Context: an optimization exercise on an open-source flow, tuned for small area. The choices shown serve that exercise and are no tape-out recipe.
Function was checked by simulation only, so behaviour that the tests miss may differ from the original.
Power is estimated from default activity; no workload was simulated.

delta:
## tresholding
module tresholding #
(
    parameter ADC_WIDTH = 14
)
(
    input                                   clk,
    input                                   rst,
    input  signed [ADC_WIDTH-1:0]           detail_level,
    input  [31:0]                           gpio_cfg,
    input  [31:0]                           gpio_cfg_2,
    input  [27:0]                           multresult,
    output [ADC_WIDTH-1:0]                  threshold_detail_level,
    output [ADC_WIDTH-1:0]                  median_out,
    output [ADC_WIDTH-1:0]                  threshold_out_dbg,
    output [5:0]                            universal_threshold_constant_level_1,
    output [5:0]                            universal_threshold_constant_level_2,
    output [31:0]                           window_len,
    output                                  window_len_valid,
    output                                  denoise_lvl_1,
    output                                  denoise_lvl_2,
    output                                  reconsruct_lvl_2
);
    wire [16:0] window_size_cfg = gpio_cfg_2[16:0];
    wire        soft_or_hard    = gpio_cfg[31];
    wire        one_time_lock   = gpio_cfg[17];
    wire        release_median  = gpio_cfg[18];
    wire        denoised_en     = gpio_cfg[14];
    assign universal_threshold_constant_level_1 = gpio_cfg[30:25];
  ...
For scale: ~3200 cells after synthesis, ~440 flip-flops, ~200 I/O pins, about 28000 µm² of cells after synthesis.
make LEC_CHECK=0 CAP_MARGIN=5 CORE_MARGIN=2 CORE_UTILIZATION=60 PLACE_DENSITY=0.75 SLEW_MARGIN=5 finish   # period 8.0 ns
run.sh (not shown) runs the stock make flow with config.mk's settings and CLKGATE_MAP_FILE= SYNTH_SCRIPT=/design/flow/synth_recipe.tcl, a recipe that flattens the netlist after the stock synthesis.
Setup changes, delta to alpha
# delta
export LEC_CHECK = 0
export CAP_MARGIN = 5
export CORE_MARGIN = 2
export CORE_UTILIZATION = 60
export PLACE_DENSITY = 0.75
export SLEW_MARGIN = 5
create_clock -name core_clock -period 8.0 [get_ports {clk}]
# alpha
export LEC_CHECK = 0
export CAP_MARGIN = 20
export CORE_MARGIN = 2
export CORE_UTILIZATION = 60
export PLACE_DENSITY = 0.75
export SLEW_MARGIN = 20
create_clock -name core_clock -period 8.0 [get_ports {clk}]
==> results.txt <==
delta -> alpha: number of flops mapped to enable cells by yosys flat
delta and alpha ended up with nearly the same critical path depth.
As far as hold-fix buffer count after cts goes, delta and alpha are indistinguishable; the numbers are identical.
Compared delta against alpha; power attributed to combinational cells within noise.
As far as adder-cell area share of the yosys netlist is concerned, alpha and delta perform about the same.
On register share of the cell area, delta and alpha are neck and neck.
delta and alpha ended up with roughly the same worst setup slack.
delta and alpha ended up with nearly the same power share of the combinational group.

run A:
tresholding, a different RTL version from the one above (not shown whole).
For scale: roughly 2700 cells after synthesis, about 460 flip-flops, ~25000 µm² of cells after synthesis.
clock: 8.0 ns
lec_check: 0
cap_margin: 20
core_margin: 2
core_utilization: 60
cts_cluster_diameter: 100
cts_cluster_size: 30
place_density: 0.75
setup_slack_margin: 0.15
slew_margin: 20
buffer_ports_args: -buffer_cell sky130_fd_sc_hd__buf_1
cts_args: -sink_clustering_enable -repair_clock_nets -sink_clustering_size 30 -sink_clustering_max_diameter 100 -dont_use_dummy_load
standard.sh (not shown) runs the stock make flow with config.mk's settings and CLKGATE_MAP_FILE= SYNTH_SCRIPT=/design/flow/synth_recipe.tcl, a recipe that flattens the netlist after the stock synthesis.
==> flow/flow/run.sh <==
#!/bin/bash
# Layout flow: the standard ORFS flow (standard.sh) with these changes:
#  - synthesis is ORFS's synthesis through synth_recipe.tcl, except that ABC
#    maps with an area-oriented script (flow/area.abc) instead of ORFS's
#    speed script (flow/abc_wrap.tcl swaps the script; registers, their
#    names and cell types are untouched);
#  - the port buffers that global placement inserts are the smallest buffer
#    (buf_1);
#  - clock tree synthesis runs without dummy loads.
# Each tool's full output is kept in standard.log (ORFS keeps its per-step
# logs under orfs/logs).
set -euo pipefail
here=$PWD
cat >> config.mk <<'EOC'
export BUFFER_PORTS_ARGS = -buffer_cell sky130_fd_sc_hd__buf_1
export CTS_ARGS = -sink_clustering_enable -repair_clock_nets -sink_clustering_size 30 -sink_clustering_max_diameter 100 -dont_use_dummy_load
EOC
cat flow/abc_wrap.tcl synth_recipe.tcl > area_synth.tcl
export FLOW_ABC_SCRIPT=$here/flow/area.abc
sed "s#SYNTH_SCRIPT=[^ ]*synth_recipe.tcl#SYNTH_SCRIPT=$here/area_synth.tcl#" standard.sh > area_standard.sh
grep -q "SYNTH_SCRIPT=$here/area_synth.tcl" area_standard.sh
bash area_standard.sh > standard.log 2>&1
==> flow/flow/abc_wrap.tcl <==
# Map with an area-oriented ABC script instead of ORFS's speed script.
proc abc {args} {
  set i [lsearch -exact $args -script]
  if { $i >= 0 } { lset args [expr { $i + 1 }] $::env(FLOW_ABC_SCRIPT) }
  yosys abc {*}$args
}
==> flow/flow/area.abc <==
strash
dc2
dch -f
&get -n
&nf -a -R 1000
&put
topo
stime -c
dnsize -c
Changes in run B relative to run A:
Settings: removing CTS_CLUSTER_SIZE (formerly 30); removing CTS_ARGS (formerly -sink_clustering_enable -repair_clock_nets -sink_clustering_size 30 -sink_clustering_max_diameter 100 -dont_use_dummy_load); removing SETUP_SLACK_MARGIN (formerly 0.15); removing BUFFER_PORTS_ARGS (formerly -buffer_cell sky130_fd_sc_hd__buf_1); removing CTS_CLUSTER_DIAMETER (formerly 100).
==> flow/run.sh (new file) <==
#!/bin/bash
# synth_recipe.tcl (not shown) runs the flow's synth.tcl, then flattens the netlist and writes it again
# the make line also repeats each setting of config.mk as NAME=value (left out here)
make -C /OpenROAD-flow-scripts/flow DESIGN_CONFIG=/design/flow/config.mk WORK_HOME=/design/flow/orfs CLKGATE_MAP_FILE= SYNTH_SCRIPT=/design/flow/synth_recipe.tcl finish
removed: flow/flow/run.sh
removed: flow/flow/abc_wrap.tcl
removed: flow/flow/area.abc
removed: flow/standard.sh
Results
Run B ran to completion and came out clean on the timing, DRC and antenna checks. Sort run A and run B by via count asc -> top: run A. Between run A and run B, sum of internal, switching and leakage power increased. Between run A and run B, the hold slack is higher for run A. Note that the global-route wire length before repair recorded for run A amounts to 0.878 times the value seen in run B. Compared with run A, run B shows a combinational cell fraction of total power that is 6.3 points lower. The worst setup slack of run B was inferior to that of run A. Between run B and run A, the sequential power does not differ in any meaningful way.
For run C, these inputs were changed with respect to run B:
Settings: putting SETUP_SLACK_MARGIN at 0.15 where nothing was set; putting BUFFER_PORTS_ARGS at -buffer_cell sky130_fd_sc_hd__buf_1 where nothing was set; swapping 60 for 70 in CORE_UTILIZATION; swapping 0.75 for 0.85 in PLACE_DENSITY; putting CTS_ARGS at -sink_clustering_enable -repair_clock_nets -sink_clustering_size 30 -sink_clustering_max_diameter 100 -dont_use_dummy_load where nothing was set.
==> flow/flow/run.sh (new file) <==
#!/bin/bash
# Layout flow: the standard ORFS flow (standard.sh) with these changes:
#  - synthesis is ORFS's synthesis through synth_recipe.tcl, except that ABC
#    maps with an area-oriented script (flow/area.abc) instead of ORFS's
#    speed script (flow/abc_wrap.tcl swaps the script; registers, their
#    names and cell types are untouched);
#  - the port buffers that global placement inserts are the smallest buffer
#    (buf_1);
#  - clock tree synthesis runs without dummy loads.
# Each tool's full output is kept in standard.log (ORFS keeps its per-step
# logs under orfs/logs).
set -euo pipefail
here=$PWD
cat >> config.mk <<'EOC'
export BUFFER_PORTS_ARGS = -buffer_cell sky130_fd_sc_hd__buf_1
export CTS_ARGS = -sink_clustering_enable -repair_clock_nets -sink_clustering_size 30 -sink_clustering_max_diameter 100 -dont_use_dummy_load
EOC
cat flow/abc_wrap.tcl synth_recipe.tcl > area_synth.tcl
export FLOW_ABC_SCRIPT=$here/flow/area.abc
sed "s#SYNTH_SCRIPT=[^ ]*synth_recipe.tcl#SYNTH_SCRIPT=$here/area_synth.tcl#" standard.sh > area_standard.sh
grep -q "SYNTH_SCRIPT=$here/area_synth.tcl" area_standard.sh
bash area_standard.sh > standard.log 2>&1
==> flow/flow/abc_wrap.tcl (new file) <==
# Map with an area-oriented ABC script instead of ORFS's speed script.
proc abc {args} {
  set i [lsearch -exact $args -script]
  if { $i >= 0 } { lset args [expr { $i + 1 }] $::env(FLOW_ABC_SCRIPT) }
  yosys abc {*}$args
}
==> flow/flow/area.abc (new file) <==
strash
dc2
dc2
dc2
dc2
dc2
dch -f
&get -n
&nf -a -R 1000
&put
==> flow/standard.sh (new file) <==
#!/bin/bash
# synth_recipe.tcl (not shown) runs the flow's synth.tcl, then flattens the netlist and writes it again
# the make line also repeats each setting of config.mk as NAME=value (left out here)
make -C /OpenROAD-flow-scripts/flow DESIGN_CONFIG=/design/flow/config.mk WORK_HOME=/design/flow/orfs CLKGATE_MAP_FILE= SYNTH_SCRIPT=/design/flow/synth_recipe.tcl "${@:-finish}"
removed: flow/run.sh
Results
Combinational power of run C exceeds that of run B by more than half.
Run C against run B: area share of buffers outside the clock network went down 1.6 points, via count went down 939.
Here is what was changed in the inputs of run D compared with run C.
Settings: an added CTS_CLUSTER_DIAMETER of 100; a change of CORE_UTILIZATION from 70 to 60; a deleted SETUP_SLACK_MARGIN that had been 0.15; a deleted BUFFER_PORTS_ARGS that had been -buffer_cell sky130_fd_sc_hd__buf_1; a change of PLACE_DENSITY from 0.85 to 0.75; an added CTS_CLUSTER_SIZE of 30; a deleted CTS_ARGS that had been -sink_clustering_enable -repair_clock_nets -sink_clustering_size 30 -sink_clustering_max_diameter 100 -dont_use_dummy_load.
==> flow/run.sh (new file) <==
#!/bin/bash
# synth_recipe.tcl (not shown) runs the flow's synth.tcl, then flattens the netlist and writes it again
# the make line also repeats each setting of config.mk as NAME=value (left out here)
make -C /OpenROAD-flow-scripts/flow DESIGN_CONFIG=/design/flow/config.mk WORK_HOME=/design/flow/orfs CLKGATE_MAP_FILE= SYNTH_SCRIPT=/design/flow/synth_recipe.tcl finish
removed: flow/flow/run.sh
removed: flow/flow/abc_wrap.tcl
removed: flow/flow/area.abc
removed: flow/standard.sh
==> comparison <==
- Run D has completed all stages; timing, DRC and antenna checks passed.
- Run D vs run C: die area up in run D
- Going from run C to run D, the total power draw was found to have gone down by 20%.
- Non-clock buffer count (run D vs. run C) decreases by a few percent
- As far as area taken by flip-flops and latches is concerned, run C and run D perform about the same.

[re-timing with driven ports]
No port has a modelled driver above. Below, the same layouts with a new extraction and two added sets of constraints.
Step 1 assumes that a clkbuf_16 drives the clock port and a buf_2 every other input.
Step 2 moves the port delays by t, midway between the first and last clock arrival at a register: inputs arrive t later, outputs are due t later. That takes back most of the time a late clock gives input paths.
Slacks: ideal / step 1 / step 2; pairs: ideal / step 1.
run	t (ns)	setup slack, ns	clock arrival spread, ns	slew at the worst register clock pin (ns)	cell pins on the clock port's net
delta	0.652	0.328 / 0.328 / 0.328	0.030 / 0.030	0.07 / 0.07	1
alpha	0.652	0.328 / 0.328 / 0.328	0.030 / 0.030	0.07 / 0.07	1
run A	0.599	0.602 / 0.602 / 0.602	0.091 / 0.092	0.12 / 0.12	1
run B	0.639	0.448 / 0.448 / 0.448	0.025 / 0.024	0.06 / 0.06	1
run C	0.587	0.383 / 0.383 / 0.383	0.058 / 0.057	0.12 / 0.12	1
run D	0.623	0.538 / 0.538 / 0.538	0.036 / 0.036	0.12 / 0.12	1
After both steps every run listed still meets setup and hold.
